This is an optimization exercise on Yosys and OpenROAD, whose aim is small area, a short achievable clock period and few clock cycles, not a production implementation.
RTL that was checked went through simulation tests only; none was proved equivalent to the original.
Function not checked in runs 7 and 8: the RTL went through the layout flow alone.
Power figures rest on the tool's default switching activity, not on a simulated workload.

File: flow/design.v
module LASER (
    input CLK,
    input RST,
    input  [3:0] X,
    input  [3:0] Y,
    output [3:0] C1X,
    output [3:0] C1Y,
    output [3:0] C2X,
    output [3:0] C2Y,
    output reg DONE
);
reg        scan;           
reg  [5:0] cnt;            
reg  [3:0] ph;             
reg  [3:0] icnt;           
reg        isid;           
reg  [3:0] r0;             
reg  [7:0] Fm;             
reg        pv;             
reg        role;           
reg  [7:0] C1r, C2r;       
wire [7:0] A = role ? C2r : C1r;
wire [7:0] F = role ? C1r : C2r;
wire       read_last = ~scan & (cnt == 6'd40);    
reg  [5:0] best_val;
reg  [7:0] best_pos;
reg  [5:0] mcur;           
reg        eqA;            
wire       stop;           
wire       flush  = RST | stop;
reg        RSTr;           
wire       clr    = RSTr | DONE;   
reg  [15:0] B [0:15];
reg  [3:0]  Xr, Yr;        
reg         pt;            
wire [3:0]  yrow = Yr - ph - 4'd1;     
integer i;
always @(posedge CLK) begin
    RSTr <= RST;
    Xr <= X;
    Yr <= Y;
    pt <= ~RST & ~scan & (cnt != 6'd40);
    for (i = 0; i < 16; i = i + 1) begin
        B[i] <= (clr ? 16'd0 : B[(i + 1) % 16]) | ((pt && yrow == i) ? (16'd1 << Xr) : 16'd0);
    end
end
reg  [16:0] h;
reg  [15:1] fxt;           
wire [31:0] fge = {8'h00, fxt, 9'h1ff};
reg  [8:0]  vrow;          
wire [3:0]  ph_n = ph + 4'd1;
integer vd;
always @(posedge CLK)
    for (vd = 0; vd < 9; vd = vd + 1)
        vrow[vd] <= ({2'b00, ph_n} + vd >= 4) && ({2'b00, ph_n} + vd <= 19);
genvar gd, gc;
function [16:0] hdec;          
    input [3:0] p, fy;
    reg [4:0] d;
    integer k;
    begin
        d = {1'b0, p} - {1'b0, fy};
        for (k = 0; k < 17; k = k + 1)
            hdec[k] = (d == ((k - 8) & 31));
    end
endfunction
function gt6;
    input [5:0] a, b;
    reg [5:0] g, l;
    reg g10, l10, g32, l32, g54, l54, g30, l30;
    begin
        g = a & ~b;
        l = ~a & b;
        g10 = g[1] | (~l[1] & g[0]);  l10 = l[1] | (~g[1] & l[0]);
        g32 = g[3] | (~l[3] & g[2]);  l32 = l[3] | (~g[3] & l[2]);
        g54 = g[5] | (~l[5] & g[4]);  l54 = l[5] | (~g[5] & l[4]);
        g30 = g32 | (~l32 & g10);     l30 = l32 | (~g32 & l10);
        gt6 = g54 | (~l54 & g30);
    end
endfunction
wire [8:0] B_w [0:15];                               
generate
for (gd = 0; gd < 9; gd = gd + 1) begin : g_row
    localparam integer D = gd - 4;
    wire valid = vrow[gd];
    wire s4 = h[8 - D];
    wire s3 = h[8 - D + 1] | h[8 - D - 1] | h[8 - D + 2] | h[8 - D - 2];
    wire s2 = h[8 - D + 3] | h[8 - D - 3];
    wire s0 = ((8 - D + 4) <= 16 ? h[(8 - D + 4) % 17] : 1'b0) |
              ((8 - D - 4) >= 0  ? h[(8 - D - 4 + 17) % 17] : 1'b0);
    for (gc = 0; gc < 16; gc = gc + 1) begin : g_col
        wire le0 = fge[gc + 8]     & ~fge[gc + 8 + 1];
        wire le2 = fge[gc + 8 - 2] & ~fge[gc + 8 + 3];
        wire le3 = fge[gc + 8 - 3] & ~fge[gc + 8 + 4];
        wire le4 = fge[gc + 8 - 4] & ~fge[gc + 8 + 5];
        wire covf = (s4 & le4) | (s3 & le3) | (s2 & le2) | (s0 & le0);
        assign B_w[gc][gd] = B[(D + 16) % 16][gc] & valid & ~covf;
    end
end
endgenerate
function [1:0] fa;             
    input a, b, c;
    fa = {(a & b) | (a & c) | (b & c), a ^ b ^ c};
endfunction
function [1:0] ha;
    input a, b;
    ha = {a & b, a ^ b};
endfunction
wire [2:0] S2n [0:15];
wire [2:0] S3n [0:15];
generate
for (gc = 0; gc < 16; gc = gc + 1) begin : g_vs
    wire [8:0] w = B_w[gc];
    wire [1:0] f1 = fa(w[2], w[3], w[5]);
    wire [1:0] f2 = fa(f1[0], w[4], w[6]);
    wire [1:0] h1 = ha(f1[1], f2[1]);
    assign S2n[gc] = {h1[1], h1[0], f2[0]};
    wire [1:0] f3 = fa(f2[0], w[1], w[7]);
    wire [1:0] h2 = ha(h1[0], f3[1]);
    assign S3n[gc] = {h1[1] | h2[1], h2[0], f3[0]};
end
endgenerate
reg [2:0] S2 [0:15];
reg [2:0] S3 [0:15];
reg [8:0] V_w [0:15];      
reg       v1, sid1, fst1, lst1, wr1;    
reg       restart;         
always @(posedge CLK) begin
    for (i = 0; i < 16; i = i + 1) begin
        S2[i]  <= S2n[i];
        S3[i]  <= S3n[i];
        V_w[i] <= B_w[i] & 9'b100010001;
    end
    v1   <= scan & ~flush & ~restart;
    sid1 <= isid;
    fst1 <= (icnt == 4'd0);
    lst1 <= (icnt == 4'd15);
    wr1  <= (icnt != 4'd0) && (ph < r0);
    if (icnt == 4'd0)
        r0 <= ph;
end
wire [5:0] cov [0:15];
generate
for (gc = 0; gc < 16; gc = gc + 1) begin : g_cov
    wire [15:0] c1;   
    wire [15:0] c2;   
    wire [15:0] c4;   
    assign c1[0] = S3[gc][0];
    assign c1[1] = V_w[gc][0];
    assign c1[2] = V_w[gc][8];
    assign c1[3] = (gc >= 1)  ? S3[(gc + 15) % 16][0] : 1'b0;
    assign c1[4] = (gc <= 14) ? S3[(gc + 1) % 16][0]  : 1'b0;
    assign c1[5] = (gc >= 2)  ? S3[(gc + 14) % 16][0] : 1'b0;
    assign c1[6] = (gc <= 13) ? S3[(gc + 2) % 16][0]  : 1'b0;
    assign c1[7] = (gc >= 3)  ? S2[(gc + 13) % 16][0] : 1'b0;
    assign c1[8] = (gc <= 12) ? S2[(gc + 3) % 16][0]  : 1'b0;
    assign c1[9] = (gc >= 4)  ? V_w[(gc + 12) % 16][4] : 1'b0;
    assign c1[10] = (gc <= 11) ? V_w[(gc + 4) % 16][4] : 1'b0;
    assign c1[15:11] = 5'd0;
    assign c2[0] = S3[gc][1];
    assign c2[1] = (gc >= 1)  ? S3[(gc + 15) % 16][1] : 1'b0;
    assign c2[2] = (gc <= 14) ? S3[(gc + 1) % 16][1]  : 1'b0;
    assign c2[3] = (gc >= 2)  ? S3[(gc + 14) % 16][1] : 1'b0;
    assign c2[4] = (gc <= 13) ? S3[(gc + 2) % 16][1]  : 1'b0;
    assign c2[5] = (gc >= 3)  ? S2[(gc + 13) % 16][1] : 1'b0;
    assign c2[6] = (gc <= 12) ? S2[(gc + 3) % 16][1]  : 1'b0;
    assign c2[15:7] = 9'd0;
    assign c4[0] = S3[gc][2];
    assign c4[1] = (gc >= 1)  ? S3[(gc + 15) % 16][2] : 1'b0;
    assign c4[2] = (gc <= 14) ? S3[(gc + 1) % 16][2]  : 1'b0;
    assign c4[3] = (gc >= 2)  ? S3[(gc + 14) % 16][2] : 1'b0;
    assign c4[4] = (gc <= 13) ? S3[(gc + 2) % 16][2]  : 1'b0;
    assign c4[5] = (gc >= 3)  ? S2[(gc + 13) % 16][2] : 1'b0;
    assign c4[6] = (gc <= 12) ? S2[(gc + 3) % 16][2]  : 1'b0;
    assign c4[15:7] = 9'd0;
    wire [1:0] a1 = fa(c1[0], c1[1], c1[2]);
    wire [1:0] a2 = fa(c1[3], c1[4], c1[5]);
    wire [1:0] a3 = fa(c1[6], c1[7], c1[8]);
    wire [1:0] b1 = fa(c2[0], c2[1], c2[2]);
    wire [1:0] b2 = fa(c2[3], c2[4], c2[5]);
    wire [1:0] e1 = fa(c4[0], c4[1], c4[2]);
    wire [1:0] e2 = fa(c4[3], c4[4], c4[5]);
    wire [1:0] a4 = fa(a1[0], a2[0], a3[0]);
    wire [1:0] b3 = fa(b1[0], b2[0], c2[6]);
    wire [1:0] b4 = fa(a1[1], a2[1], a3[1]);
    wire [1:0] e3 = fa(e1[0], e2[0], c4[6]);
    wire [1:0] a5 = fa(a4[0], c1[9], c1[10]);       
    wire [1:0] b5 = fa(b3[0], b4[0], a4[1]);
    wire [1:0] e4 = fa(e3[0], b1[1], b2[1]);
    wire [1:0] g1 = fa(e1[1], e2[1], e3[1]);
    wire [1:0] e5 = fa(e4[0], b3[1], b4[1]);
    wire [1:0] g2 = fa(g1[0], e4[1], e5[1]);
    wire [4:0] hsum = {g1[1], g2[0], e5[0], b5[0]} + {g2[1], 1'b0, b5[1], a5[1]};
    assign cov[gc] = {hsum, a5[0]};
end
endgenerate
reg [5:0] cov_r [0:15];
wire [3:0] row2 = ph - 4'd2;    
reg       v2, sid2, fst2, lst2, wr2;
always @(posedge CLK) begin
    for (i = 0; i < 16; i = i + 1)
        cov_r[i] <= cov[i];
    v2   <= v1 & ~flush & ~(restart & (sid1 == isid));
    sid2 <= sid1; fst2 <= fst1; lst2 <= lst1; wr2 <= wr1;
end
function gt6c;
    input [5:0] a, b;
    input c;
    reg [5:0] g, l;
    reg g10, l10, g32, l32, g54, l54, g30, l30;
    begin
        g = a & ~b;
        l = ~a & b;
        g10 = g[1] | (~l[1] & (g[0] | (~l[0] & c)));  l10 = l[1] | (~g[1] & l[0]);
        g32 = g[3] | (~l[3] & g[2]);  l32 = l[3] | (~g[3] & l[2]);
        g54 = g[5] | (~l[5] & g[4]);  l54 = l[5] | (~g[5] & l[4]);
        g30 = g32 | (~l32 & g10);     l30 = l32 | (~g32 & l10);
        gt6c = g54 | (~l54 & g30);
    end
endfunction
function [9:0] pick;           
    input [9:0] a, b;
    pick = gt6(b[9:4], a[9:4]) ? b : a;
endfunction
reg [5:0] gv_r [0:1];
reg [2:0] gi_r [0:1];
wire [3:0] row3 = ph - 4'd3;
reg       wr3;
genvar gg;
generate
for (gg = 0; gg < 2; gg = gg + 1) begin : g_half
    wire [9:0] p0 = pick({cov_r[8*gg],     4'd0}, {cov_r[8*gg + 1], 4'd1});
    wire [9:0] p1 = pick({cov_r[8*gg + 2], 4'd2}, {cov_r[8*gg + 3], 4'd3});
    wire [9:0] p2 = pick({cov_r[8*gg + 4], 4'd4}, {cov_r[8*gg + 5], 4'd5});
    wire [9:0] p3 = pick({cov_r[8*gg + 6], 4'd6}, {cov_r[8*gg + 7], 4'd7});
    wire [9:0] p  = pick(pick(p0, p1), pick(p2, p3));
    always @(posedge CLK) begin
        gv_r[gg] <= p[9:4];
        gi_r[gg] <= p[2:0];
    end
end
endgenerate
reg       v3, sid3, fst3, lst3;
wire [7:0] Ac = (v3e & lst3) ? F : A;
always @(posedge CLK) begin
    v3   <= v2 & ~flush & ~(restart & (sid2 == isid));
    sid3 <= sid2; fst3 <= fst2; lst3 <= lst2; wr3 <= wr2;
    if (v2 && row2 == Ac[7:4])
        mcur <= cov_r[Ac[3:0]];
end
wire       hi   = gt6(gv_r[1], gv_r[0]);
wire [5:0] rmax = hi ? gv_r[1] : gv_r[0];
wire [3:0] rarg = hi ? {1'b1, gi_r[1]} : {1'b0, gi_r[0]};
reg        best_wr;        
wire       tb       = wr3 & ~best_wr;
wire       w0       = gt6c(gv_r[0], best_val, tb);
wire       w1       = gt6c(gv_r[1], best_val, tb);
wire       v3e      = v3 & ~(restart & (sid3 == isid));
wire       take     = v3e & (fst3 | (hi ? w1 : w0));
wire [7:0] best_pos_n = take ? {row3, rarg} : best_pos;
always @(posedge CLK)
    restart <= scan & ~flush & take & ((sid3 != isid) | (icnt == 4'd15));
wire       m0       = gt6(gv_r[0], mcur);
wire       m1       = gt6(gv_r[1], mcur);
wire       change   = ~pv | gt6(best_val, mcur) | (take & (hi ? m1 : m0));
wire       eqA_n    = take ? ({row3, rarg} == A) : eqA;
assign     stop     = v3e & lst3 & ~change;
always @(posedge CLK) begin
    if (take) begin
        best_val <= rmax;
        best_pos <= {row3, rarg};
        best_wr  <= wr3;
        eqA      <= ({row3, rarg} == A);
    end
end
always @(posedge CLK) begin
    if (RST) begin
        scan <= 1'b0;
        cnt  <= 6'd0;
        DONE <= 1'b0;
        ph   <= 4'd0;
    end else begin
        DONE <= stop;
        ph   <= ph + 4'd1;
        if (~scan) begin
            cnt  <= read_last ? 6'd0 : cnt + 6'd1;
            scan <= read_last;
        end else if (stop) begin
            scan <= 1'b0;
        end
    end
end
wire       fm_load = restart | (icnt == 4'd15);
wire [3:0] ph1 = ph + 4'd1;
always @(posedge CLK) begin
    if (~scan)
        fxt <= 15'd0;
    else if (fm_load)
        for (vd = 1; vd < 16; vd = vd + 1)
            fxt[vd] <= (best_pos[3:0] >= vd);
end
always @(posedge CLK) begin
    if (~scan)
        h <= hdec(ph1, 4'd0);
    else if (fm_load)
        h <= hdec(ph1, best_pos[7:4]);
    else
        h <= hdec(ph1, Fm[7:4]);
end
always @(posedge CLK) begin
    if (~scan) begin
        icnt <= 4'd0;
        isid <= 1'b0;
        Fm   <= 8'd0;
    end else if (restart) begin
        icnt <= 4'd0;
        Fm   <= best_pos;
    end else begin
        icnt <= icnt + 4'd1;
        if (icnt == 4'd15) begin
            isid <= ~isid;
            Fm   <= best_pos;          
        end
    end
end
always @(posedge CLK) begin
    if (~scan) begin
        role <= 1'b0; pv <= 1'b0;
    end else begin
        if (v3e & lst3) begin
            pv    <= pv | ~eqA_n;
            role  <= ~role;
        end
    end
end
always @(posedge CLK) begin
    if (~scan) begin
        C1r <= 8'd0;
        C2r <= 8'd0;
    end else if (v3e & lst3) begin
        if (role) C2r <= best_pos_n;
        else      C1r <= best_pos_n;
    end
end
assign C1X = C1r[3:0];
assign C1Y = C1r[7:4];
assign C2X = C2r[3:0];
assign C2Y = C2r[7:4];
endmodule
File: flow/standard.sh
#!/bin/bash
# synth_recipe.tcl (not shown) runs the flow's synth.tcl, then flattens the netlist and writes it again
# the make line also repeats each setting of config.mk as NAME=value (left out here)
make -C /OpenROAD-flow-scripts/flow DESIGN_CONFIG=/design/flow/config.mk WORK_HOME=/design/flow/orfs CLKGATE_MAP_FILE= SYNTH_SCRIPT=/design/flow/synth_recipe.tcl "${@:-finish}"
File: flow/flow/run.sh
#!/bin/bash
set -e
cp standard.sh standard.sh.log.txt 2>/dev/null || true
sed -i 's/^export SETUP_SLACK_MARGIN.*$//' config.mk
echo "export SETUP_SLACK_MARGIN = ${MARGIN:-7.5}" >> config.mk
bash standard.sh > standard.log 2>&1
File: flow/config.mk
export PLATFORM = sky130hd
export DESIGN_NAME = LASER
export DESIGN_NICKNAME = LASER
export VERILOG_FILES = /design/flow/design.v
export SDC_FILE = /design/flow/constraint.sdc
export NUM_CORES = 4
export LEC_CHECK = 0
export ABC_AREA = 1
export CAP_MARGIN = 20
export CORE_MARGIN = 2
export CORE_UTILIZATION = 40
export SLEW_MARGIN = 20
export SETUP_SLACK_MARGIN = 7.5
File: flow/constraint.sdc
create_clock -name core_clock -period 11.0 [get_ports {CLK}]
set_input_delay 2.2000 -clock core_clock [delete_from_list [all_inputs] [get_ports {CLK}]]
set_output_delay 2.2000 -clock core_clock [all_outputs]
set_load 0.01 [all_outputs]
==> results.cfg, run 1 <==
[outcome]
status = no timing/DRC/antenna violations

[synth]
ys_async_sr_fraction_pct = 0
synth_cell_types = 61
yosys.area_share.simple_pct = 14.7
seq_area_frac_synth_pct = 35.6
synth.largest_area_cell = dfxtp_1
yosys.area_share.xor_xnor_pct = 1.38
ys_ff_latch = 646
synth_area_leaders = dfxtp_1, fa_1, inv_1
syn_nets = 4892
synth_edf_count = 17
synth_compound_area_share_pct = 14.4
synth_top_family_by_area = adder cells
synth_adder_area_share_pct = 21.6
yosys_warnings = 8
synth_common_cells = inv_1, dfxtp_1, nand2_1
synthMuxAreaShare_pct = 0.177
synth_top_flop_cell = dfxtp_1
synth.most_common_cell = inv_1
avgSynthCellArea_sq_um = 8.32
synth_top_area_share_pct = 34.2
syn-instance-count = 4431
synth_area_sq_um = 36800

[route]
viasPerCell = 5.36
route.detailed.drc = 0
vias = 30500
first_pass_iters = 6
wire_per_inst_microns = 22.8
first_iter_violations = 2788
wl_microns = 130000
detail-route-antenna-nets = 0

[sta]
worst-slew-pin-transition_ns = 1.26
skew_ns = 0.0362
period_share_pct = 32.1
hold_violations = 0
setup-tns-final_ns = 0
fmax_mhz = 283
fin_crit_ns = 3.53
slew_violations = 0
relSlewSlack_pct = 15.8
setup_viol = 0
fin_ws_ns = 7.47
rsz0062_at_grt = yes

[setup_path]
cp-end-kind = register
crit_fanout = 6
arrival_ns = 4.03
critPathRequiredTime_ns = 11.50
critPathLaunchType = register
crit_type = reg -> reg

[final_layout]
area_delta_synth_final_pct = 14.2
fin_area_sq_um = 42100
drive_above_1_share_pct = 10.5
fillers = 8921
diodes = 0
finalNonFillerCells = 5697
nets = 4921

[floorplanning]
die_w_microns = 308
initial_core_util_pct = 40.3
coreArea_sq_um = 91500
die_area_sq_um = 94600
io_pins = 27
rows = 111
fp.dieH_microns = 308

[global_routing]
antenna_found_initial = 4
grt_overflow_total = 0
grt_max_degree = 221
grt_pass1_vias = 29400
grt_usage_pct = 27.2
grt_pass1_wl_microns = 191000

[clock_network]
htree_levels = 3
cts.sinks = 646
path_clk_slew_ns = 0.06
holdBufCountCts = 0
insertion_delay_ns = 0.64
clockBufferDepth = 3
cts_tree = built
cts_made_buffers = 69
ctsRootBufferMaster = clkbuf_16

[run]
cap_viol_max_count = 0

[power]
power_per_cell_area_nw_per_um2 = 146
p_leak_nw = 17.6
ir_worst_vdd_uv = 117

[placement]
dp.cells = 5515
placed_cell_area_sq_um = 38300
dp_hpwl_microns = 97400
gp_congestion = 0.995
place_ws_ns = 6.19
port_buffers = 26

[min_path]
min_path_type = reg -> reg
[routing by layer]
layer / global-route usage [%] / vias to the layer above / wire [microns]
met5: 0 / - / 0
met4: 12.3 / 0 / 6560
met3: 4.69 / 355 / 9730
met2: 42.2 / 1300 / 56600
met1: 37.2 / 14500 / 56800
li1: - / 14400 / -
[flip-flops by register name, indices dropped and copies added, names as in the netlist, 8 cells and up]
name      count
C1r           8
C2r           8
S3           48
B           256
gv_r         12
cov_r        96
fxt          15
best_pos      8
h            17
V_w          48
vrow          9
S2           48
[cell usage in the layout (no fill, tap or decap), types with 16 or more instances in the layout]
cell type and instances:
fa_2 24, o22ai_1 362, nand2_1 607, nor2_2 30
a21oi_1 149, nand2_4 16, ha_1 139, inv_2 31
a211oi_1 16, o21ai_1 21, nand3_1 96, nor3_1 46
fa_1 287, buf_4 71, edfxtp_1 17, a221oi_1 41
inv_1 963, nor2_1 252, dfxtp_2 22, clkbuf_16 76
xor2_1 45, dfxtp_4 18, o2111ai_1 28, nor2_4 17
dfxtp_1 589, nand4_1 111, nand2_2 20, o21ai_0 104
[logic make-up (layout without fill, tap and decap cells)]
logic type	count (synthesis)	in the layout
XOR/XNOR	58	58
buffers and inverters	1187	1267
AO/OA/AOI/OAI	841	841
flip-flops	646	646
AND/OR/NAND/NOR	1242	1242
adder cells (fa/ha/maj)	451	451
multiplexers	6	6
[worst paths after layout]
check	to	startpoint	cells past startpoint	slack, ns
setup / recovery	S3[5][1]	h[8]	12	7.47
hold / removal	wr3	wr2	0	0.33
setup reg to reg	S3[5][1]	h[8]	12	7.47
hold reg to reg	wr3	wr2	0	0.33
[worst max-delay path, cell delays in order (launching register included)]
cell	delay, ns
dfxtp_4	0.36
buf_12	0.14
buf_12	0.13
clkinvlp_4	0.11
nand3_4	0.12
buf_6	0.17
a21oi_2	0.15
nand4_1	0.15
fa_1	0.65
fa_2	0.49
fa_1	0.44
inv_1	0.08
fa_1	0.41
[power by group]
group / internal [W] / total (W) / leakage, nW / switching [W]
registers: 0.00242 / 0.00253 / 5.27 / 0.000110
logic: 0.000350 / 0.00116 / 11.1 / 0.000812
clock network: 0.00147 / 0.00247 / 1.16 / 0.000999
total: 0.00423 / 0.00615 / 17.6 / 0.00192
[area by class of cell]
cell class              instances  area [sq um]  area share, %
clock buffers                  95          1990           4.73
clock inverters                27           395          0.939
inverters                    1025          3990           9.49
multi-input cells            2598         19800           47.1
flip-flops and latches        646         13200           31.4
well taps                    1186          1480           3.53
repair buffers                119          1180           2.81
repair inverters                1          5.00         0.0119
[metrics by stage]
stage / util, % / power (W) / hold slack (ns)
CTS: 45.1 / 0.00615 / 0.327
detailed placement: 41.8 / 0.00366 / 0.312
finish: 46.0 / 0.00615 / 0.328
floorplan: - / 0.00326 / 0.310
global route: 46.0 / 0.00639 / 0.331
global placement: 41.8 / 0.00366 / 0.313
[timing repair]
item	CTS	global route
cloned	1	3
setup endpoints to repair	161	89
resized for setup	170	143
pin swaps	16	80
setup buffers	22	34
Testbench counts, summed over its fixed seeds: cycles 12,021.
==> inputs of run 2 (changes only) <==
==> flow/flow/run.sh (replaced) <==
#!/bin/bash
set -e
cp standard.sh standard.sh.log.txt 2>/dev/null || true
sed -i 's/^export SETUP_SLACK_MARGIN.*$//' config.mk
echo "export SETUP_SLACK_MARGIN = ${MARGIN:-7}" >> config.mk
bash standard.sh > standard.log 2>&1
--- a/flow/config.mk
+++ b/flow/config.mk
@@ -6,8 +6,8 @@
 export NUM_CORES = 4
 export LEC_CHECK = 0
-export ABC_AREA = 1
 export CAP_MARGIN = 20
 export CORE_MARGIN = 2
 export CORE_UTILIZATION = 40
+export CTS_BUF_LIST = sky130_fd_sc_hd__clkbuf_4
 export SLEW_MARGIN = 20
-export SETUP_SLACK_MARGIN = 7.5
+export SETUP_SLACK_MARGIN = 7
==> run 2 against run 1 <==
Compared with the run above:
- power decreased by 12%
- core utilization decreased by 1.5 points
- critical path depth decreased by 3
- cell count decreased by 6.0%
- global-route usage decreased by 0.20 points
- critical path type unchanged
==> results.cfg, run 2 <==
[final_layout]
drive_above_1_share_pct = 12.2
largest-register = B
utilization_pct = 44.5
top_regs = B x256, cov_r x96
final_common_cell = dfxtp_1
largest_reg_flops = 256
multi_input_area_sq_um = 21600
area_delta_synth_final_pct = 10.7
fillers = 9045
ff_latch_area_sq_um = 13200
final_cell_mix = dfxtp_1, inv_1, fa_1, nand2_1, nor2_1
nets = 4447

[synth]
avgSynthCellArea_sq_um = 9.50
synth.largest_area_cell = dfxtp_1
syn-instance-count = 3928
synth_edf_count = 17
synth.most_common_cell = dfxtp_1
syn_nets = 4389
synth_common_cells = dfxtp_1, inv_1, fa_1
synth_cell_types = 108
synth_area_sq_um = 37300
yosys_warnings = 8
ys_async_sr_fraction_pct = 0
synth_top_area_share_pct = 33.7
ys_ff_latch = 646
synth_top_flop_cell = dfxtp_1
seq_area_frac_synth_pct = 35.1
synth_area_leaders = dfxtp_1, fa_1, inv_1

[sta]
fmax_mhz = 250
slew_violations = 0
period_share_pct = 36.3
hold_slack_ns = 0.291
setup_viol = 0
hold_violations = 0
worst-slew-pin-transition_ns = 1.24
relSlewSlack_pct = 17.2
rsz0062_at_grt = yes
setup-tns-final_ns = 0
fin_crit_ns = 4.00
skew_ns = 0.102

[clock_network]
htree_levels = 4
cts.sinks = 646
insertion_delay_ns = 1.05
ctsRootBufferMaster = clkbuf_4
clockBufferDepth = 3
cts_tree = built
holdBufCountCts = 0
cts_made_buffers = 170
path_clk_slew_ns = 0.07

[setup_path]
crit_type = reg -> reg
critPathLaunchType = register
critPathRequiredTime_ns = 11.91
cp-end-kind = register
arrival_ns = 4.90
crit_fanout = 19
slowest_delay_ns = 0.58
cpMaxStageDelayCell = fa_1
cp_common_cell = fa_1
path_cells = buf_4 -> inv_1 -> nand2_1 -> a221o_1 -> a221o_1 -> fa_1 -> fa_1 -> inv_1 -> fa_1

[route]
vias = 30100
viasPerCell = 5.61
first_pass_iters = 5
first_iter_violations = 3274
wl_microns = 130000
detail-route-antenna-nets = 0
route.detailed.drc = 0
wire_per_inst_microns = 24.2

[outcome]
status = no timing/DRC/antenna violations

[min_path]
min_path_type = reg -> reg

[global_routing]
grt_pass1_wl_microns = 191000
grt_pass1_vias = 29100
grt_usage_pct = 27.0
grt_overflow_total = 0
antenna_found_initial = 6
grt_max_degree = 226

[placement]
dp_hpwl_microns = 101000
gp_congestion = 1.01
port_buffers = 26

[floorplanning]
fp.dieH_microns = 309
rows = 112
die_w_microns = 309
coreArea_sq_um = 92900
io_pins = 27
initial_core_util_pct = 40.2
die_area_sq_um = 95800

[run]
cap_viol_max_count = 0

[power]
power_per_cell_area_nw_per_um2 = 132
ir_worst_vdd_uv = 101
p_leak_nw = 17.4
run 2: cell count changes after synthesis, sizes merged, moves of 43 or more:
cell and delta:
inv -474, nand2 -343, o22ai -331, a22o +186, nand4 -90, o21ai +82
o211ai +77, nand2b +72, nand3 -64, a221o +52, nor2b +52, mux2i +48
clkbuf +43
run 2: where the power goes:
| part | switching (W) | leakage (nW) | internal (W) |
|---|---|---|---|
| clock network | 0.00105 | 1.28 | 0.00112 |
| registers | 0.000114 | 5.24 | 0.00241 |
| logic | 0.000475 | 10.8 | 0.000273 |
run 2: kinds of logic after synthesis:
logic type      count (synthesis)  share of synthesized area [%]
mux                            65                           1.83
compound gates               1028                           20.3
simple gates                  879                           11.0
fa+ha+maj                     489                           22.4
xor+xnor                       73                           1.71
flops                         646                           35.1
buf+inv                       748                           7.63
run 2: final timing paths:
| path | to | depth (start not counted) | startpoint | slack, ns |
|---|---|---|---|---|
| worst min-delay path | lst2 | 0 | lst1 | 0.29 |
| worst min register to register | lst2 | 0 | lst1 | 0.29 |
| worst max register to register | S3[14][1] | 9 | h[5] | 7.00 |
| worst max-delay path | S3[14][1] | 9 | h[5] | 7.00 |
run 2: per-layer routing:
metal / track usage (%) / up-vias / share of wire [%] / wire, microns
met5: 0 / - / 0.027 / 35
met4: 14.9 / 4 / 5.9 / 7670
met3: 5.55 / 401 / 6.9 / 8890
met2: 41.7 / 1392 / 44 / 57500
met1: 35.4 / 14500 / 43 / 55600
li1: - / 13700 / - / -
run 2: cell type report:
cell class              count  share of cell area (%)
clock buffers             236                    4.29
diodes                      3                  0.0182
repair buffers            101                    1.96
flip-flops and latches    646                    31.8
inverters                 533                    4.85
multi-input cells        2534                    52.3
clock inverters            51                   0.990
well taps                1254                    3.80
run 2: stage by stage:
| step | std cells | worst slack [ns] | instance area, sq um | power [W] |
|---|---|---|---|---|
| 3_3_place_gp | 5057 | 6.72 | 38900 | 0.00328 |
| 6_report | 5358 | 7.00 | 41300 | 0.00543 |
| 4_1_cts | 5344 | 6.74 | 41100 | 0.00544 |
| 3_5_place_dp | 5057 | 6.70 | 38900 | 0.00328 |
| 2_1_floorplan | 3928 | 7.27 | 37300 | 0.00302 |
| 5_1_grt | 5357 | 6.96 | 41300 | 0.00566 |
run 2: what timing repair did:
item | 4_1_cts | 5_1_grt
pin swaps | 0 | 6
gates resized for setup | 49 | 54
setup endpoints to repair | 144 | 49
setup buffers | 0 | 11
run 2: critical path: cells and delay by family (launching register included):
kind	cells	cell delay [ns]
and+or+nand+nor	1	0.52
buffers and inverters	3	0.63
AOI/OAI and AO/OA	2	0.93
DFF	1	0.30
adders and majority gates	3	1.44
==> inputs of run 3 (changes only) <==
--- a/flow/config.mk
+++ b/flow/config.mk
@@ -9,5 +9,4 @@
 export CORE_MARGIN = 2
 export CORE_UTILIZATION = 40
-export CTS_BUF_LIST = sky130_fd_sc_hd__clkbuf_4
 export SLEW_MARGIN = 20
 export SETUP_SLACK_MARGIN = 7
==> run 3 against run 2 <==
Compared with the run above:
- clock power rose by 14%
- register-to-register slack improved by 0.05 ns
- area after synthesis stayed put
- synthesized cell count stayed put
- final area is 0.56% higher
- count of clock-buffer cells in the layout is 133 lower
- critical path type is now reg -> out
- critical endpoint is now DONE
- largest cell class unchanged
- largest power group unchanged
==> results.cfg, run 3 <==
[route]
detail-route-antenna-nets = 0
route.detailed.drc = 0
vias = 29300
viasPerCell = 5.64
first_iter_violations = 3334
wire_per_inst_microns = 24.7
wl_microns = 128000
first_pass_iters = 6

[min_path]
min_path_type = reg -> reg

[floorplanning]
rows = 112
die_area_sq_um = 95800
io_pins = 27
fp.dieH_microns = 309
die_w_microns = 309
coreArea_sq_um = 92900
initial_core_util_pct = 40.2

[setup_path]
cpMaxStageDelayCell = clkdlybuf4s50_1
crit_fanout = 2
reg2reg_to = S3[14][1]
path_cells = clkdlybuf4s50_1
r2r_cells = 9
r2r-start = h[5]
critPathRequiredTime_ns = 8.80
critPathLaunchType = register
crit_type = reg -> out
crit_buf_inv = 1
cp-endpoint = DONE
cp-end-kind = output pin
cp-startpoint = DONE
arrival_ns = 1.77
critPathTopFamily = buffers and inverters
reg2reg_slack_ns = 7.05
path_depth = 1
slowest_delay_ns = 0.61

[clock_network]
clockBufferDepth = 3
path_clk_slew_ns = 0.06
cts.sinks = 646
htree_levels = 3
insertion_delay_ns = 0.65
ctsRootBufferMaster = clkbuf_16
cts_made_buffers = 72
cts_tree = built

[sta]
hold_violations = 0
relSlewSlack_pct = 18.4
skew_ns = 0.0258
slew_violations = 0
hold_slack_ns = 0.326
fmax_mhz = 252
setup-tns-final_ns = 0
period_share_pct = 36.1
rsz0062_at_grt = yes
fin_crit_ns = 3.97
setup_viol = 0
worst-slew-pin-transition_ns = 1.22
fin_ws_ns = 7.03

[final_layout]
nets = 4347
fillers = 8940
top_regs = B x256, cov_r x96
largest_reg_flops = 256
fin_area_sq_um = 41500
drive_above_1_share_pct = 8.72
area_delta_synth_final_pct = 11.3
final_cell_mix = dfxtp_1, inv_1, fa_1, nand2_1, nor2_1
diodes = 0
final_common_cell = dfxtp_1
largest-register = B
ff_latch_area_sq_um = 13100
multi_input_area_sq_um = 21600

[outcome]
status = no timing/DRC/antenna violations

[run]
cap_viol_max_count = 0

[power]
power_per_cell_area_nw_per_um2 = 138
ir_worst_vdd_uv = 140
p_leak_nw = 17.2

[synth]
synth_common_cells = dfxtp_1, inv_1, fa_1
synth_top_area_share_pct = 33.7
synth.most_common_cell = dfxtp_1
synth_edf_count = 17
ys_async_sr_fraction_pct = 0
seq_area_frac_synth_pct = 35.1
avgSynthCellArea_sq_um = 9.50
syn-instance-count = 3928
synth_cell_types = 108
synth_area_leaders = dfxtp_1, fa_1, inv_1
ys_ff_latch = 646
synth.largest_area_cell = dfxtp_1
syn_nets = 4389
synth_top_flop_cell = dfxtp_1
yosys_warnings = 8
synth_area_sq_um = 37300

[placement]
gp_congestion = 1.01
port_buffers = 26
place_ws_ns = 6.70
dp_hpwl_microns = 101000
placed_cell_area_sq_um = 38900

[global_routing]
grt_pass1_vias = 28300
grt_pass1_wl_microns = 189000
grt_overflow_total = 0
grt_usage_pct = 26.7
antenna_found_initial = 3
grt_max_degree = 226
[run 3: what timing repair did]
item / in CTS / in global routing
endpoints found under the setup margin: 102 / 83
buffers inserted: 0 / 9
cloned: 0 / 0
gates resized for setup: 12 / 44
hold buffers: 0 / 0
pin swaps: 1 / 5
[run 3: worst min-delay path by stage]
stage | startpoint | slack, ns | endpoint | cells past startpoint
finish | fst2 | 0.33 | fst3 | 0
global route | lst1 | 0.33 | lst2 | 0
CTS | wr1 | 0.33 | wr2 | 0
detailed placement | fst2 | 0.31 | fst3 | 0
global placement | fst1 | 0.31 | fst2 | 0
floorplan | fst1 | 0.31 | fst2 | 0
[run 3: final cells by class]
cell class | instances | share of cell area (%)
timing repair buffer | 99 | 1.98
clock inverter | 28 | 0.690
clock buffer | 103 | 5.15
inverter | 533 | 4.82
tap | 1254 | 3.78
sequential | 646 | 31.6
multi-input combinational | 2534 | 52.0
[run 3: cells by family after synthesis]
family / Yosys count / synth area share (%)
compound gates: 1028 / 20.3
simple gates: 879 / 11.0
buf+inv: 748 / 7.63
flops: 646 / 35.1
fa+ha+maj: 489 / 22.4
xor+xnor: 73 / 1.71
mux: 65 / 1.83
[run 3: routing by layer]
metal | routed length, microns | track usage (%)
met5 | 30 | 0
met4 | 8100 | 14.3
met3 | 8290 | 4.26
met2 | 56600 | 41.6
met1 | 55400 | 35.6
[run 3: per-stage QoR]
step           total power (W)  std cells  utilization (%)
2_1_floorplan          0.00302       3928                -
3_3_place_gp           0.00328       5057             41.8
3_5_place_dp           0.00328       5057             41.8
4_1_cts                0.00574       5188             44.5
5_1_grt                0.00592       5197             44.7
6_report               0.00573       5197             44.7
[run 3: power breakdown]
group | internal, W | total (W) | leakage, nW | switching, W
Sequential | 0.00241 | 0.00253 | 5.23 | 0.000113
Combinational | 0.000272 | 0.000745 | 10.8 | 0.000473
Clock | 0.00144 | 0.00246 | 1.20 | 0.00102
==> inputs of run 4 (changes only) <==
--- a/flow/config.mk
+++ b/flow/config.mk
@@ -6,4 +6,5 @@
 export NUM_CORES = 4
 export LEC_CHECK = 0
+export ABC_AREA = 1
 export CAP_MARGIN = 20
 export CORE_MARGIN = 2
==> run 4 against run 3 <==
Compared with the run above:
- area after synthesis is 1.3% lower
- routed wire length is 2.8% lower
- first-iteration DRC count is 16% lower
- maximum frequency is 1.1% higher
- clock power is 3% higher
- largest power group is now clock
- final area is 1.4% lower
- sequential power hardly changed
- critical endpoint is now S3[5][1]
- critical path type is now reg -> reg
- die area is 1.2% lower
- global-route usage is 0.48 points lower
- via count is 2.7% higher
==> results.cfg, run 4 <==
[sta]
setup-tns-final_ns = 0
hold_violations = 0
slew_violations = 0
relSlewSlack_pct = 19.3
setup_viol = 0
fin_crit_ns = 3.93
rsz0062_at_grt = yes
period_share_pct = 35.7
skew_ns = 0.0501
fmax_mhz = 255
worst-slew-pin-transition_ns = 1.21

[power]
ir_worst_vdd_uv = 124
p_int_w = 0.00424
power_per_cell_area_nw_per_um2 = 150
pwr-share-clk_pct = 41.3
combinationalPowerShare_pct = 17.8
p_switching_w = 0.00190
p_leak_nw = 17.1
switching_share_pct = 31.0
pwr-share-seq_pct = 41.0
total_power_w = 0.00615

[clock_network]
cts_tree = built
cts.sinks = 646
cts_made_buffers = 71
htree_levels = 3
path_clk_slew_ns = 0.06
insertion_delay_ns = 0.65
holdBufCountCts = 0
ctsRootBufferMaster = clkbuf_16
clockBufferDepth = 3

[final_layout]
multi_input_area_sq_um = 19400
final_cell_mix = inv_1, dfxtp_1, nand2_1, o22ai_1, fa_1
ff_latch_area_sq_um = 13100
area_delta_synth_final_pct = 11.2
largest-register = B
fillers = 9021
largest_reg_flops = 256
top_regs = B x256, cov_r x96
nets = 4867
final_common_cell = inv_1
drive_above_1_share_pct = 6.48

[synth]
synth_edf_count = 17
yosys_warnings = 8
synth_common_cells = inv_1, dfxtp_1, nand2_1
seq_area_frac_synth_pct = 35.6
synth_area_sq_um = 36800
ys_ff_latch = 646
synth_top_area_share_pct = 34.2
synth_area_leaders = dfxtp_1, fa_1, inv_1
synth.most_common_cell = inv_1
syn_nets = 4892
synth_cell_types = 61
ys_async_sr_fraction_pct = 0
syn-instance-count = 4431
synth_top_flop_cell = dfxtp_1
synth.largest_area_cell = dfxtp_1
avgSynthCellArea_sq_um = 8.32

[route]
viasPerCell = 5.33
first_pass_iters = 6
route.detailed.drc = 0
wire_per_inst_microns = 22.1
detail-route-antenna-nets = 0
vias = 30100
first_iter_violations = 2812
wl_microns = 125000

[setup_path]
crit_fanout = 21
arrival_ns = 4.42
critPathRequiredTime_ns = 11.50
reg2reg_slack_ns = 7.07
cp-end-kind = register
crit_type = reg -> reg
critPathLaunchType = register

[floorplanning]
io_pins = 27
die_w_microns = 308
rows = 111
initial_core_util_pct = 40.3
die_area_sq_um = 94600
coreArea_sq_um = 91500
fp.dieH_microns = 308

[placement]
gp_congestion = 1.02
port_buffers = 26
dp_hpwl_microns = 95100

[run]
cap_viol_max_count = 0

[global_routing]
antenna_found_initial = 3
grt_usage_pct = 26.2
grt_max_degree = 104
grt_overflow_total = 0
grt_pass1_wl_microns = 185000
grt_pass1_vias = 29000

[outcome]
status = no timing/DRC/antenna violations

[min_path]
min_path_type = reg -> reg
==> run 4: cell count changes in the layout (fill, tap and decap cells not counted), sizes merged, moves of 42 or more <==
cell / before / now
inv: 535 / 1015
nand2: 301 / 644
o22ai: 37 / 368
a22o: 190 / 4
nand4: 21 / 111
o21ai: 218 / 136
o211ai: 87 / 10
nand2b: 72 / 0
nand3: 35 / 99
a221o: 52 / 0
nor2b: 52 / 0
mux2i: 50 / 2
a21oi: 121 / 163
==> run 4: per-stage QoR <==
stage	utilization (%)	setup WS (ns)	std cells	instance area, sq um	hold slack (ns)
6_report	44.8	7.07	5648	41000	0.324
5_1_grt	44.7	6.98	5647	41000	0.336
4_1_cts	44.6	6.98	5640	40800	0.327
3_5_place_dp	41.8	6.29	5512	38200	0.313
3_3_place_gp	41.8	6.32	5512	38200	0.314
2_1_floorplan	-	7.11	4431	36800	0.310
==> run 4: repair_timing <==
item / CTS / global route
setup buffers: 0 / 7
gates resized for setup: 25 / 33
setup endpoints to repair: 53 / 34
==> run 4: path summary, 6_finish.rpt <==
| check | from | to | depth (start not counted) |
|---|---|---|---|
| setup reg to reg | h[8] | S3[5][1] | 12 |
| hold reg to reg | fst1 | fst2 | 0 |
| hold / removal | fst1 | fst2 | 0 |
| setup / recovery | h[8] | S3[5][1] | 12 |
==> run 4: kinds of logic (layout without fill, tap and decap cells) <==
kind of cell / count (synthesis) / after routing / share of synthesized area (%)
xor gates and xnor gates: 58 / 58 / 1.38
AOI/OAI and AO/OA: 841 / 841 / 14.4
muxes: 6 / 6 / 0.177
and+or+nand+nor: 1242 / 1242 / 14.7
DFF: 646 / 646 / 35.6
adders and majority gates: 451 / 451 / 21.6
other: 0 / 1 / 0
buffers and inverters: 1187 / 1217 / 12.1
==> run 4: power by group through the flow <==
stage / registers (W) / logic, W / clock network [W]
floorplan: 0.00251 / 0.000748 / 0
global placement: 0.00257 / 0.00106 / 0
detailed placement: 0.00257 / 0.00107 / 0
CTS: 0.00251 / 0.00107 / 0.00258
global route: 0.00252 / 0.00120 / 0.00267
finish: 0.00252 / 0.00109 / 0.00254
==> run 4: final cells by class <==
| cell class | instances | area share (%) |
|---|---|---|
| clock buffers | 88 | 4.74 |
| well taps | 1186 | 3.62 |
| flip-flops and latches | 646 | 32.0 |
| inverters | 1025 | 9.51 |
| repair buffers | 64 | 1.36 |
| diodes | 1 | 0.00611 |
| clock inverters | 40 | 1.36 |
| multi-input cells | 2598 | 47.4 |
==> run 4: critical path, stage by stage (launching register included) <==
cell and delay [ns]:
dfxtp_1 0.30, buf_4 0.23, nor4_1 0.31, buf_4 0.28, clkinvlp_4 0.13, buf_4 0.18
a21oi_1 0.13, nand4_1 0.14, fa_1 0.53, fa_1 0.61, fa_1 0.46, inv_1 0.08
fa_1 0.40
==> run 4: routing by layer <==
metal  vias to the layer above  routed length, microns  track usage, %
met2                      1291                   54500            40.2
met3                       334                    8620            4.18
met1                     14200                   55800            36.4
li1                      14300                       -               -
met5                         -                       0               0
met4                         0                    5930            12.0
==> inputs of run 5 (changes only) <==
==> flow/flow/run.sh (replaced) <==
#!/bin/bash
set -e
sed -i 's/^export SETUP_SLACK_MARGIN.*$//' config.mk
echo "export SETUP_SLACK_MARGIN = 7" >> config.mk
echo "export BUFFER_PORTS_ARGS = -buffer_cell sky130_fd_sc_hd__buf_2" >> config.mk
bash standard.sh > standard.log 2>&1
--- a/flow/config.mk
+++ b/flow/config.mk
@@ -6,8 +6,10 @@
 export NUM_CORES = 4
 export LEC_CHECK = 0
-export ABC_AREA = 1
 export CAP_MARGIN = 20
 export CORE_MARGIN = 2
 export CORE_UTILIZATION = 40
+export CTS_BUF_LIST = sky130_fd_sc_hd__clkbuf_8
+export CTS_CLUSTER_SIZE = 30
 export SLEW_MARGIN = 20
 export SETUP_SLACK_MARGIN = 7
+export BUFFER_PORTS_ARGS = -buffer_cell sky130_fd_sc_hd__buf_2
==> run 5 against run 4 <==
Compared with the run above:
- still clean on timing, DRC and antenna
- area after synthesis grew 1.3%
- non-clock buffer count grew 38
- count of clock-buffer cells in the layout grew 36
- synthesized cell count shrank 11%
- combinational power shrank 29%
- clock power shrank 8.7%
- sequential power is essentially flat
- critical path depth shrank 3
- routed wire length grew 3.6%
- power shrank 8.6%
- core utilization shrank 0.19 points
- largest power group is now sequential cells
- highest routed layer is now met5
==> results.cfg, run 5 <==
[outcome]
status = no timing/DRC/antenna violations

[synth]
synth_top_family_by_area = adder cells
syn-instance-count = 3928
synth.most_common_cell = dfxtp_1
synth_area_sq_um = 37300
synth_edf_count = 17
synth_common_cells = dfxtp_1, inv_1, fa_1
synthMuxAreaShare_pct = 1.83
synth_adder_area_share_pct = 22.4
synth.largest_area_cell = dfxtp_1
yosys.area_share.simple_pct = 11.0
synth_area_leaders = dfxtp_1, fa_1, inv_1
syn_nets = 4389
seq_area_frac_synth_pct = 35.1
yosys.area_share.xor_xnor_pct = 1.71
synth_cell_types = 108
synth_top_flop_cell = dfxtp_1
synth_compound_area_share_pct = 20.3
avgSynthCellArea_sq_um = 9.50
ys_async_sr_fraction_pct = 0
yosys_warnings = 8
ys_ff_latch = 646
synth_top_area_share_pct = 33.7

[sta]
setup_viol = 0
skew_ns = 0.0318
worst-slew-pin-transition_ns = 1.29
slew_violations = 0
fmax_mhz = 248
setup-tns-final_ns = 0
fin_crit_ns = 4.03
rsz0062_at_grt = yes
period_share_pct = 36.6
relSlewSlack_pct = 13.4
hold_slack_ns = 0.318
hold_violations = 0

[global_routing]
grt_max_degree = 256
antenna_found_initial = 4
grt_pass1_vias = 28700
grt_pass1_wl_microns = 192000
grt_overflow_total = 0
grt_usage_pct = 27.0

[power]
pwr-share-seq_pct = 44.9
switching_share_pct = 28.9
pwr-share-clk_pct = 41.3
total_power_w = 0.00562
ir_worst_vdd_uv = 132
p_switching_w = 0.00162
power_per_cell_area_nw_per_um2 = 136
p_int_w = 0.00399
combinationalPowerShare_pct = 13.7
p_leak_nw = 17.4

[floorplanning]
rows = 112
die_w_microns = 309
fp.dieH_microns = 309
io_pins = 27
die_area_sq_um = 95800
coreArea_sq_um = 92900
initial_core_util_pct = 40.2

[route]
route.detailed.drc = 0
first_iter_violations = 3231
viasPerCell = 5.62
first_pass_iters = 8
vias = 29600
wl_microns = 129000
wire_per_inst_microns = 24.6
detail-route-antenna-nets = 0

[clock_network]
cts_made_buffers = 103
holdBufCountCts = 0
insertion_delay_ns = 0.77
cts.sinks = 646
htree_levels = 3
cts_tree = built
path_clk_slew_ns = 0.07
ctsRootBufferMaster = clkbuf_8
clockBufferDepth = 3

[placement]
dp_hpwl_microns = 101000
port_buffers = 26
gp_congestion = 1.06

[setup_path]
r2r-start = h[10]
crit_type = reg -> reg
reg2reg_slack_ns = 6.97
path_cells = buf_4 -> nor2_1 -> o211ai_1 -> a221oi_1 -> o21ai_0 -> fa_1 -> fa_1 -> inv_1 -> fa_1
path_depth = 9
critPathRequiredTime_ns = 11.62
critPathTopFamily = adder cells
cp-startpoint = h[10]
reg2reg_to = S3[7][1]
crit_fanout = 22
slowest_delay_ns = 1.01
r2r_cells = 9
critPathLaunchType = register
cp-endpoint = S3[7][1]
crit_buf_inv = 2
cpMaxStageDelayCell = nor2_1
cp_common_cell = fa_1
cp-end-kind = register
arrival_ns = 4.65

[final_layout]
final_cell_mix = dfxtp_1, inv_1, fa_1, nand2_1, nor2_1
area_delta_synth_final_pct = 11.0
top_regs = B x256, cov_r x96
drive_above_1_share_pct = 10.6
nets = 4381
final_common_cell = dfxtp_1
largest-register = B
ff_latch_area_sq_um = 13100
fillers = 9011
largest_reg_flops = 256
multi_input_area_sq_um = 21600

[min_path]
min_path_type = reg -> reg

[run]
cap_viol_max_count = 0
[run 5: changes by cell type after synthesis, moves of 52 or more]
cell,change
inv_1,-464
o22ai_1,-331
nand2_1,-315
a22o_1,+186
o21ai_0,+96
nand4_1,-91
o211ai_1,+77
nand2b_1,+69
nand3_1,-64
a221o_1,+52
[run 5: worst min-delay path by stage]
| stage | startpoint | depth (start not counted) | endpoint |
|---|---|---|---|
| after floorplan | fst1 | 0 | fst2 |
| after global placement | lst2 | 0 | lst3 |
| after detailed placement | fst1 | 0 | fst2 |
| after CTS | lst1 | 0 | lst2 |
| after global routing | lst1 | 0 | lst2 |
| final | lst1 | 0 | lst2 |
[run 5: kinds of logic (layout without fill, tap and decap cells)]
logic type                 after synthesis  after routing
and+or+nand+nor                        879            879
adders and majority gates              489            489
DFF                                    646            646
buffers and inverters                  748            823
AOI/OAI and AO/OA                     1028           1028
xor gates and xnor gates                73             73
muxes                                   65             65
other                                    0              2
[run 5: per-layer routing]
| metal | up-vias | GRT usage [%] | wire length [microns] |
|---|---|---|---|
| li1 | 13500 | - | - |
| met1 | 14400 | 35.6 | 55500 |
| met2 | 1281 | 41.9 | 57200 |
| met3 | 399 | 4.86 | 8470 |
| met4 | 2 | 15.3 | 8290 |
| met5 | - | 0 | 12 |
[run 5: final cells by class]
class | count | area share [%]
Antenna cell | 2 | 0.0121
Clock buffer | 124 | 4.12
Clock inverter | 64 | 1.52
Inverter | 533 | 4.85
Multi-Input combinational cell | 2534 | 52.3
Sequential cell | 646 | 31.7
Tap cell | 1254 | 3.79
Timing Repair Buffer | 102 | 1.73
[run 5: power by group through the flow]
stage | Sequential [W] | Combinational [W] | Clock, W
2_1_floorplan | 0.00249 | 0.000527 | 0
3_3_place_gp | 0.00257 | 0.000713 | 0
3_5_place_dp | 0.00257 | 0.000708 | 0
4_1_cts | 0.00252 | 0.000720 | 0.00237
5_1_grt | 0.00253 | 0.000829 | 0.00246
6_report | 0.00252 | 0.000771 | 0.00232
[run 5: worst reg2reg max path: stages, from the launching register on]
cell and delay [ns]:
dfxtp_1 0.30, buf_4 0.23, nor2_1 1.03, o211ai_1 0.23, a221oi_1 0.43, o21ai_0 0.23
fa_1 0.53, fa_1 0.44, inv_1 0.08, fa_1 0.42
[run 5: per-stage QoR]
step                      util, %  instances  setup WS, ns  cell area, sq um
after floorplan                 -       3928          7.27             37300
after global placement       41.6       5050          6.76             38700
after detailed placement     41.6       5050          6.77             38700
after CTS                    44.2       5239          7.00             41000
after global routing         44.6       5258          6.97             41400
final                        44.6       5259          6.97             41400
[run 5: repair_timing]
action | CTS | global route
endpoints found under the setup margin | 96 | 49
setup buffers | 1 | 17
pin swaps | 1 | 12
resized for setup | 14 | 57
==> inputs of run 6 (changes only) <==
--- a/flow/config.mk
+++ b/flow/config.mk
@@ -9,6 +9,4 @@
 export CORE_MARGIN = 2
 export CORE_UTILIZATION = 40
-export CTS_BUF_LIST = sky130_fd_sc_hd__clkbuf_8
-export CTS_CLUSTER_SIZE = 30
 export SLEW_MARGIN = 20
 export SETUP_SLACK_MARGIN = 7
==> run 6 against run 5 <==
Compared with the run above:
- clock skew shrank 0.0028 ns
- core utilization grew 0.16 points
- register-to-register slack is essentially flat
- clock power grew 9.9%
- routed wire length shrank 0.27%
- synthesized cell count is the same
- sequential power is essentially flat
- critical path type unchanged
- highest routed layer unchanged
==> results.cfg, run 6 <==
[outcome]
status = no timing/DRC/antenna violations

[floorplanning]
rows = 112
die_area_sq_um = 95800
fp.dieH_microns = 309
io_pins = 27
initial_core_util_pct = 40.2
die_w_microns = 309
coreArea_sq_um = 92900

[sta]
fmax_mhz = 248
rsz0062_at_grt = yes
setup_viol = 0
setup-tns-final_ns = 0
hold_violations = 0
relSlewSlack_pct = 14.6
fin_crit_ns = 4.03
skew_ns = 0.0290
worst-slew-pin-transition_ns = 1.28
slew_violations = 0
period_share_pct = 36.6

[placement]
port_buffers = 26
gp_congestion = 1.06
placed_cell_area_sq_um = 38700
dp_hpwl_microns = 101000

[synth]
avgSynthCellArea_sq_um = 9.50
synth_cell_types = 108
synth_top_flop_cell = dfxtp_1
synth.most_common_cell = dfxtp_1
synth_common_cells = dfxtp_1, inv_1, fa_1
ys_async_sr_fraction_pct = 0
synth_area_sq_um = 37300
ys_ff_latch = 646
syn_nets = 4389
synth_edf_count = 17
syn-instance-count = 3928
seq_area_frac_synth_pct = 35.1
yosys_warnings = 8
synth.largest_area_cell = dfxtp_1
synth_area_leaders = dfxtp_1, fa_1, inv_1
synth_top_area_share_pct = 33.7

[final_layout]
fillers = 8973
top_regs = B x256, cov_r x96
final_common_cell = dfxtp_1
final_cell_mix = dfxtp_1, inv_1, fa_1, nand2_1, nor2_1
area_delta_synth_final_pct = 11.4
drive_above_1_share_pct = 9.74
largest-register = B
nets = 4348
fin_area_sq_um = 41600
largest_reg_flops = 256

[route]
wire_per_inst_microns = 24.8
first_iter_violations = 3232
detail-route-antenna-nets = 0
wl_microns = 129000
vias = 29300
viasPerCell = 5.64
first_pass_iters = 9
route.detailed.drc = 0

[setup_path]
crit_fanout = 22
critPathLaunchType = register
crit_type = reg -> reg
arrival_ns = 4.53
critPathRequiredTime_ns = 11.50
cp-end-kind = register

[clock_network]
cts.sinks = 646
cts_made_buffers = 70
path_clk_slew_ns = 0.06
htree_levels = 3
cts_tree = built
insertion_delay_ns = 0.64
clockBufferDepth = 3
ctsRootBufferMaster = clkbuf_16

[global_routing]
grt_pass1_vias = 28500
antenna_found_initial = 1
grt_max_degree = 256
grt_overflow_total = 0
grt_pass1_wl_microns = 192000
grt_usage_pct = 27.0

[power]
ir_worst_vdd_uv = 122
p_leak_nw = 17.3
power_per_cell_area_nw_per_um2 = 141

[min_path]
min_path_type = reg -> reg

[run]
cap_viol_max_count = 0
-- run 6: where the power goes --
group | leakage (nW) | internal [W] | total [W] | switching, W
Clock | 1.21 | 0.00152 | 0.00255 | 0.00103
Sequential | 5.24 | 0.00241 | 0.00252 | 0.000112
Combinational | 10.8 | 0.000284 | 0.000771 | 0.000487
-- run 6: stage by stage --
| step | util (%) | instances | total power, W | hold WS, ns | worst slack (ns) |
|---|---|---|---|---|---|
| 2_1_floorplan | - | 3928 | 0.00302 | 0.310 | 7.27 |
| 3_3_place_gp | 41.6 | 5050 | 0.00328 | 0.311 | 6.76 |
| 3_5_place_dp | 41.6 | 5050 | 0.00328 | 0.314 | 6.77 |
| 4_1_cts | 44.4 | 5178 | 0.00583 | 0.329 | 7.00 |
| 5_1_grt | 44.7 | 5195 | 0.00603 | 0.335 | 6.93 |
| 6_report | 44.7 | 5196 | 0.00584 | 0.328 | 6.97 |
-- run 6: layer usage --
metal / track usage [%] / wire (microns) / vias up
li1: - / - / 13400
met1: 35.7 / 55100 / 14200
met2: 41.9 / 56700 / 1286
met3: 4.65 / 8810 / 390
met4: 14.6 / 8490 / 2
met5: 0 / 12 / -
-- run 6: final timing paths --
| kind | start | to | slack (ns) | cells past startpoint |
|---|---|---|---|---|
| max | h[10] | S3[7][1] | 6.97 | 9 |
| min | fst1 | fst2 | 0.33 | 0 |
| max reg2reg | h[10] | S3[7][1] | 6.97 | 9 |
| min reg2reg | fst1 | fst2 | 0.33 | 0 |
-- run 6: area by class of cell --
class	count	area (sq um)	share of cell area, %
inverters	533	2010	4.84
clock inverters	32	508	1.22
well taps	1254	1570	3.78
flip-flops and latches	646	13100	31.6
diodes	1	2.50	0.00602
repair buffers	102	717	1.73
clock buffers	94	1980	4.78
multi-input cells	2534	21600	52.1
-- run 6: what timing repair did --
item | 4_1_cts | 5_1_grt
buffers inserted | 2 | 16
resized for setup | 15 | 56
hold buffers | 0 | 0
endpoints found under the setup margin | 105 | 46
endpoints found under the hold margin | 0 | 0
pin swaps | 2 | 9
-- run 6: worst max-delay path: stages (launching register included) --
cell and delay [ns]:
dfxtp_1 0.30, buf_4 0.23, nor2_1 1.01, o211ai_1 0.22, a221oi_1 0.43, o21ai_0 0.23, fa_1 0.53, fa_1 0.44
inv_1 0.08, fa_1 0.42
-- run 6: kinds of logic (layout without fill, tap and decap cells) --
logic type | after synthesis | in the layout | synth area share [%]
AOI/OAI and AO/OA | 1028 | 1028 | 20.3
and+or+nand+nor | 879 | 879 | 11.0
buffers and inverters | 748 | 761 | 7.63
DFF | 646 | 646 | 35.1
adders and majority gates | 489 | 489 | 22.4
xor gates and xnor gates | 73 | 73 | 1.71
muxes | 65 | 65 | 1.83
other | 0 | 1 | 0
==> inputs of run 7 (changes only) <==
--- a/flow/design.v
+++ b/flow/design.v
@@ -22,5 +22,5 @@
 wire [7:0] A = role ? C2r : C1r;
 wire [7:0] F = role ? C1r : C2r;
-wire       read_last = ~scan & (cnt == 6'd40);    
+wire       read_last = ~scan & (cnt == 6'd39);
 reg  [5:0] best_val;
 reg  [7:0] best_pos;
@@ -32,15 +32,10 @@
 wire       clr    = RSTr | DONE;   
 reg  [15:0] B [0:15];
-reg  [3:0]  Xr, Yr;        
-reg         pt;            
-wire [3:0]  yrow = Yr - ph - 4'd1;     
+wire [3:0]  yrow = Y - ph - 4'd1;      
 integer i;
 always @(posedge CLK) begin
     RSTr <= RST;
-    Xr <= X;
-    Yr <= Y;
-    pt <= ~RST & ~scan & (cnt != 6'd40);
     for (i = 0; i < 16; i = i + 1) begin
-        B[i] <= (clr ? 16'd0 : B[(i + 1) % 16]) | ((pt && yrow == i) ? (16'd1 << Xr) : 16'd0);
+        B[i] <= (clr ? 16'd0 : B[(i + 1) % 16]) | ((~scan && yrow == i) ? (16'd1 << X) : 16'd0);
     end
 end
--- a/flow/config.mk
+++ b/flow/config.mk
@@ -6,4 +6,5 @@
 export NUM_CORES = 4
 export LEC_CHECK = 0
+export ABC_AREA = 1
 export CAP_MARGIN = 20
 export CORE_MARGIN = 2
==> run 7 against run 6 <==
Compared with the run above:
- register-to-register slack got worse by 0.02 ns
- clock skew down 0.0055 ns
- area after synthesis fell by 2.2%
- routed wire length down 3.1%
==> results.cfg, run 7 <==
[synth]
seq_area_frac_synth_pct = 35.4
syn-instance-count = 4323
ys_ff_latch = 637
synth.largest_area_cell = dfxtp_1
synth_common_cells = inv_1, dfxtp_1, nand2_1
synth_top_area_share_pct = 34.0
synth_cell_types = 63
ys_async_sr_fraction_pct = 0
syn_nets = 4781
synth_edf_count = 17
synth_top_flop_cell = dfxtp_1
synth_area_sq_um = 36500
avgSynthCellArea_sq_um = 8.44
yosys_warnings = 8
synth_area_leaders = dfxtp_1, fa_1, inv_1
synth.most_common_cell = inv_1

[global_routing]
grt_pass1_vias = 29100
grt_pass1_wl_microns = 185000
grt_usage_pct = 26.5
antenna_found_initial = 11
grt_max_degree = 115
grt_overflow_total = 0

[final_layout]
fillers = 8813
top_regs = B x256, cov_r x96
largest_reg_flops = 256
final_common_cell = inv_1
final_cell_mix = inv_1, dfxtp_1, nand2_1, o22ai_1, fa_1
area_delta_synth_final_pct = 11.6
diodes = 0
nets = 4770
fin_area_sq_um = 40700
finalNonFillerCells = 5545
largest-register = B
drive_above_1_share_pct = 8.79

[route]
vias = 29700
wire_per_inst_microns = 22.5
wl_microns = 125000
viasPerCell = 5.35
first_pass_iters = 7
detail-route-antenna-nets = 0
route.detailed.drc = 0
first_iter_violations = 3126

[power]
ir_worst_vdd_uv = 125
p_leak_nw = 17.1
power_per_cell_area_nw_per_um2 = 161

[floorplanning]
die_w_microns = 306
coreArea_sq_um = 90100
rows = 110
fp.dieH_microns = 306
initial_core_util_pct = 40.5
die_area_sq_um = 93600
io_pins = 27

[placement]
place_ws_ns = 6.22
port_buffers = 26
placed_cell_area_sq_um = 37700
dp.cells = 5392
gp_congestion = 1.04
dp_hpwl_microns = 96000

[setup_path]
crit_type = reg -> reg
critPathRequiredTime_ns = 11.50
arrival_ns = 4.55
critPathLaunchType = register
crit_fanout = 12
cp-end-kind = register

[sta]
slew_violations = 0
setup-tns-final_ns = 0
fmax_mhz = 247
relSlewSlack_pct = 17.3
worst-slew-pin-transition_ns = 1.24
rsz0062_at_grt = yes
period_share_pct = 36.8
hold_violations = 0
setup_viol = 0
skew_ns = 0.0235
fin_ws_ns = 6.95
fin_crit_ns = 4.05

[min_path]
min_path_type = reg -> reg

[clock_network]
cts_tree = built
insertion_delay_ns = 0.64
clockBufferDepth = 3
path_clk_slew_ns = 0.07
htree_levels = 3
ctsRootBufferMaster = clkbuf_16
cts_made_buffers = 70
cts.sinks = 637

[run]
cap_viol_max_count = 0

[outcome]
status = no timing/DRC/antenna violations
[run 7: logic make-up after synthesis]
group / Yosys count / share of synthesized area (%)
buffers and inverters: 1163 / 12.0
AND/OR/NAND/NOR: 1076 / 12.8
AO/OA/AOI/OAI: 939 / 16.5
flip-flops: 637 / 35.4
adder cells (fa/ha/maj): 448 / 21.8
XOR/XNOR: 56 / 1.34
multiplexers: 4 / 0.123
[run 7: metal layers]
| metal | GRT usage [%] | routed length [microns] |
|---|---|---|
| met5 | 0 | 57 |
| met4 | 12.0 | 6280 |
| met3 | 5.53 | 9650 |
| met2 | 41.0 | 54200 |
| met1 | 35.7 | 54800 |
[run 7: worst paths after layout]
| check | start | endpoint | slack, ns | cells past startpoint |
|---|---|---|---|---|
| worst max-delay path | h[12] | S3[4][1] | 6.95 | 10 |
| worst max register to register | h[12] | S3[4][1] | 6.95 | 10 |
| worst min-delay path | fst1 | fst2 | 0.32 | 0 |
| worst min register to register | fst1 | fst2 | 0.32 | 0 |
[run 7: cell type report]
type | count | area (sq um) | share of cell area (%)
multi-input combinational | 2523 | 19500 | 47.8
sequential | 637 | 12900 | 31.8
inverter | 1001 | 3830 | 9.41
clock buffer | 93 | 2030 | 4.99
tap | 1176 | 1470 | 3.61
timing repair buffer | 79 | 583 | 1.43
clock inverter | 36 | 409 | 1.00
[run 7: critical path: stages, from the launching register on]
cell and delay [ns]:
dfxtp_1 0.38, nor2_1 0.41, inv_1 0.48, nand2_1 0.16, o2111ai_1 0.13, a221oi_1 1.00, fa_1 0.61, inv_1 0.10
fa_1 0.17, inv_1 0.05, fa_1 0.42
[run 7: timing repair]
action	CTS	global route
hold buffers	0	0
setup endpoints to repair	58	150
setup buffers	7	15
pin swaps	0	0
gates resized for setup	43	61
[run 7: power by group]
part           internal (W)  switching (W)
combinational      0.000454        0.00109
clock               0.00144        0.00102
sequential          0.00242       0.000125
[run 7: per-stage QoR]
stage	total power, W	hold WS (ns)	util, %
after floorplan	0.00360	0.310	-
after global placement	0.00410	0.310	41.8
after detailed placement	0.00411	0.312	41.8
after CTS	0.00657	0.323	44.7
after global routing	0.00685	0.343	45.2
final	0.00655	0.320	45.2
==> inputs of run 8 (changes only) <==
==> flow/flow/run.sh (replaced) <==
#!/bin/bash
set -e
cp standard.sh standard.sh.log.txt 2>/dev/null || true
sed -i 's/^export SETUP_SLACK_MARGIN.*$//' config.mk
echo "export SETUP_SLACK_MARGIN = ${MARGIN:-7}" >> config.mk
bash standard.sh > standard.log 2>&1
--- a/flow/config.mk
+++ b/flow/config.mk
@@ -12,3 +12,2 @@
 export SLEW_MARGIN = 20
 export SETUP_SLACK_MARGIN = 7
-export BUFFER_PORTS_ARGS = -buffer_cell sky130_fd_sc_hd__buf_2
==> run 8 against run 7 <==
Compared with the run above:
- maximum frequency rose by 0.11%
- power fell by 1.2%
- critical endpoint is now B[13][0]
- cell count rose by 0.32%
==> results.cfg, run 8 <==
[final_layout]
fillers = 8716
largest_reg_flops = 256
area_delta_synth_final_pct = 12.5
finalNonFillerCells = 5563
fin_area_sq_um = 41100
largest-register = B
drive_above_1_share_pct = 8.87
final_cell_mix = inv_1, dfxtp_1, nand2_1, o22ai_1, fa_1
final_common_cell = inv_1
nets = 4791
top_regs = B x256, cov_r x96

[setup_path]
crit_type = in -> reg
cpMaxStageDelayCell = fa_1
slowest_delay_ns = 0.68
arrival_ns = 4.57
path_cells = clkdlybuf4s50_1 -> ha_1 -> inv_1 -> fa_1 -> inv_1 -> nor3_4 -> nand2_2 -> o22ai_1
crit_fanout = 16
critPathLaunchType = primary input
cp_common_cell = inv_1
cp-end-kind = register
critPathRequiredTime_ns = 11.53

[route]
first_pass_iters = 6
detail-route-antenna-nets = 0
first_iter_violations = 2914
vias = 29600
route.detailed.drc = 0
viasPerCell = 5.32
wire_per_inst_microns = 21.9
wl_microns = 122000

[floorplanning]
die_area_sq_um = 93600
fp.dieH_microns = 306
coreArea_sq_um = 90100
rows = 110
die_w_microns = 306
initial_core_util_pct = 40.5
io_pins = 27

[synth]
synth_edf_count = 17
synth_cell_types = 63
synth_area_leaders = dfxtp_1, fa_1, inv_1
ys_ff_latch = 637
seq_area_frac_synth_pct = 35.4
synth_area_sq_um = 36500
synth.most_common_cell = inv_1
synth.largest_area_cell = dfxtp_1
synth_top_area_share_pct = 34.0
avgSynthCellArea_sq_um = 8.44
synth_top_flop_cell = dfxtp_1
syn-instance-count = 4323
syn_nets = 4781
synth_common_cells = inv_1, dfxtp_1, nand2_1
yosys_warnings = 8
ys_async_sr_fraction_pct = 0

[clock_network]
cts_made_buffers = 69
cts.sinks = 637
clockBufferDepth = 3
ctsRootBufferMaster = clkbuf_16
htree_levels = 3
insertion_delay_ns = 0.64
cts_tree = built
holdBufCountCts = 0
path_clk_slew_ns = 0.06

[sta]
setup-tns-final_ns = 0
fmax_mhz = 247
worst-slew-pin-transition_ns = 1.02
fin_crit_ns = 4.04
slew_violations = 0
relSlewSlack_pct = 31.6
skew_ns = 0.0340
period_share_pct = 36.8
hold_violations = 0
hold_slack_ns = 0.325
rsz0062_at_grt = yes
setup_viol = 0

[global_routing]
grt_usage_pct = 25.8
grt_pass1_wl_microns = 182000
grt_max_degree = 103
antenna_found_initial = 5
grt_overflow_total = 0
grt_pass1_vias = 28700

[outcome]
status = no timing/DRC/antenna violations

[placement]
dp.cells = 5401
dp_hpwl_microns = 94700
placed_cell_area_sq_um = 37900
gp_congestion = 1.05
port_buffers = 26

[power]
ir_worst_vdd_uv = 161
power_per_cell_area_nw_per_um2 = 158
total_power_w = 0.00647
p_leak_nw = 17.2

[min_path]
min_path_type = reg -> reg

[run]
cap_viol_max_count = 0
## run 8: cell counts after synthesis
Identical to the previous run, type by type.
## run 8: area by class of cell
cell class,instances,area [sq um],area share [%]
multi-input cells,2523,19600,47.7
flip-flops and latches,637,12900,31.5
diodes,1,2.50,0.00610
well taps,1176,1470,3.58
clock inverters,32,347,0.844
repair buffers,101,935,2.28
clock buffers,92,1950,4.76
inverters,1001,3830,9.34
## run 8: cell families after synthesis
| family | after synthesis | share of synthesized area (%) |
|---|---|---|
| muxes | 4 | 0.123 |
| DFF | 637 | 35.4 |
| AOI/OAI and AO/OA | 939 | 16.5 |
| buffers and inverters | 1163 | 12.0 |
| adders and majority gates | 448 | 21.8 |
| and+or+nand+nor | 1076 | 12.8 |
| xor gates and xnor gates | 56 | 1.34 |
## run 8: final timing paths
path / slack [ns] / end / start / cells after the start
min: 0.32 / lst2 / lst1 / 0
max reg2reg: 7.05 / S3[2][1] / fxt[6] / 10
min reg2reg: 0.32 / lst2 / lst1 / 0
max: 6.96 / B[13][0] / Y[0] / 8
## run 8: worst max-delay path: cells and delay by family
kind / cells / cell delay [ns]
buffers and inverters: 3 / 0.71
adder cells (fa/ha/maj): 2 / 0.85
AO/OA/AOI/OAI: 1 / 0.21
AND/OR/NAND/NOR: 2 / 0.60
## run 8: what timing repair did
item,4_1_cts,5_1_grt
pin swaps,0,4
resized for setup,55,80
gates cloned,0,0
setup buffers,12,23
setup endpoints to repair,307,282
## run 8: power by group
part | switching, W | total (W) | internal (W)
Combinational | 0.00112 | 0.00159 | 0.000476
Clock | 0.000991 | 0.00235 | 0.00136
Sequential | 0.000105 | 0.00252 | 0.00242
Total | 0.00221 | 0.00647 | 0.00426
## run 8: routing by layer
layer	share of wire, %	track usage, %
met1	44	34.7
met3	7.7	6.13
met5	0.011	0
met2	44	40.0
met4	4.5	10.7
## run 8: stage by stage
stage               utilization (%)  setup WS [ns]
floorplan                         -           7.16
global placement               42.0           6.08
detailed placement             42.1           6.06
CTS                            44.9           6.82
global route                   45.5           6.86
finish                         45.5           6.96
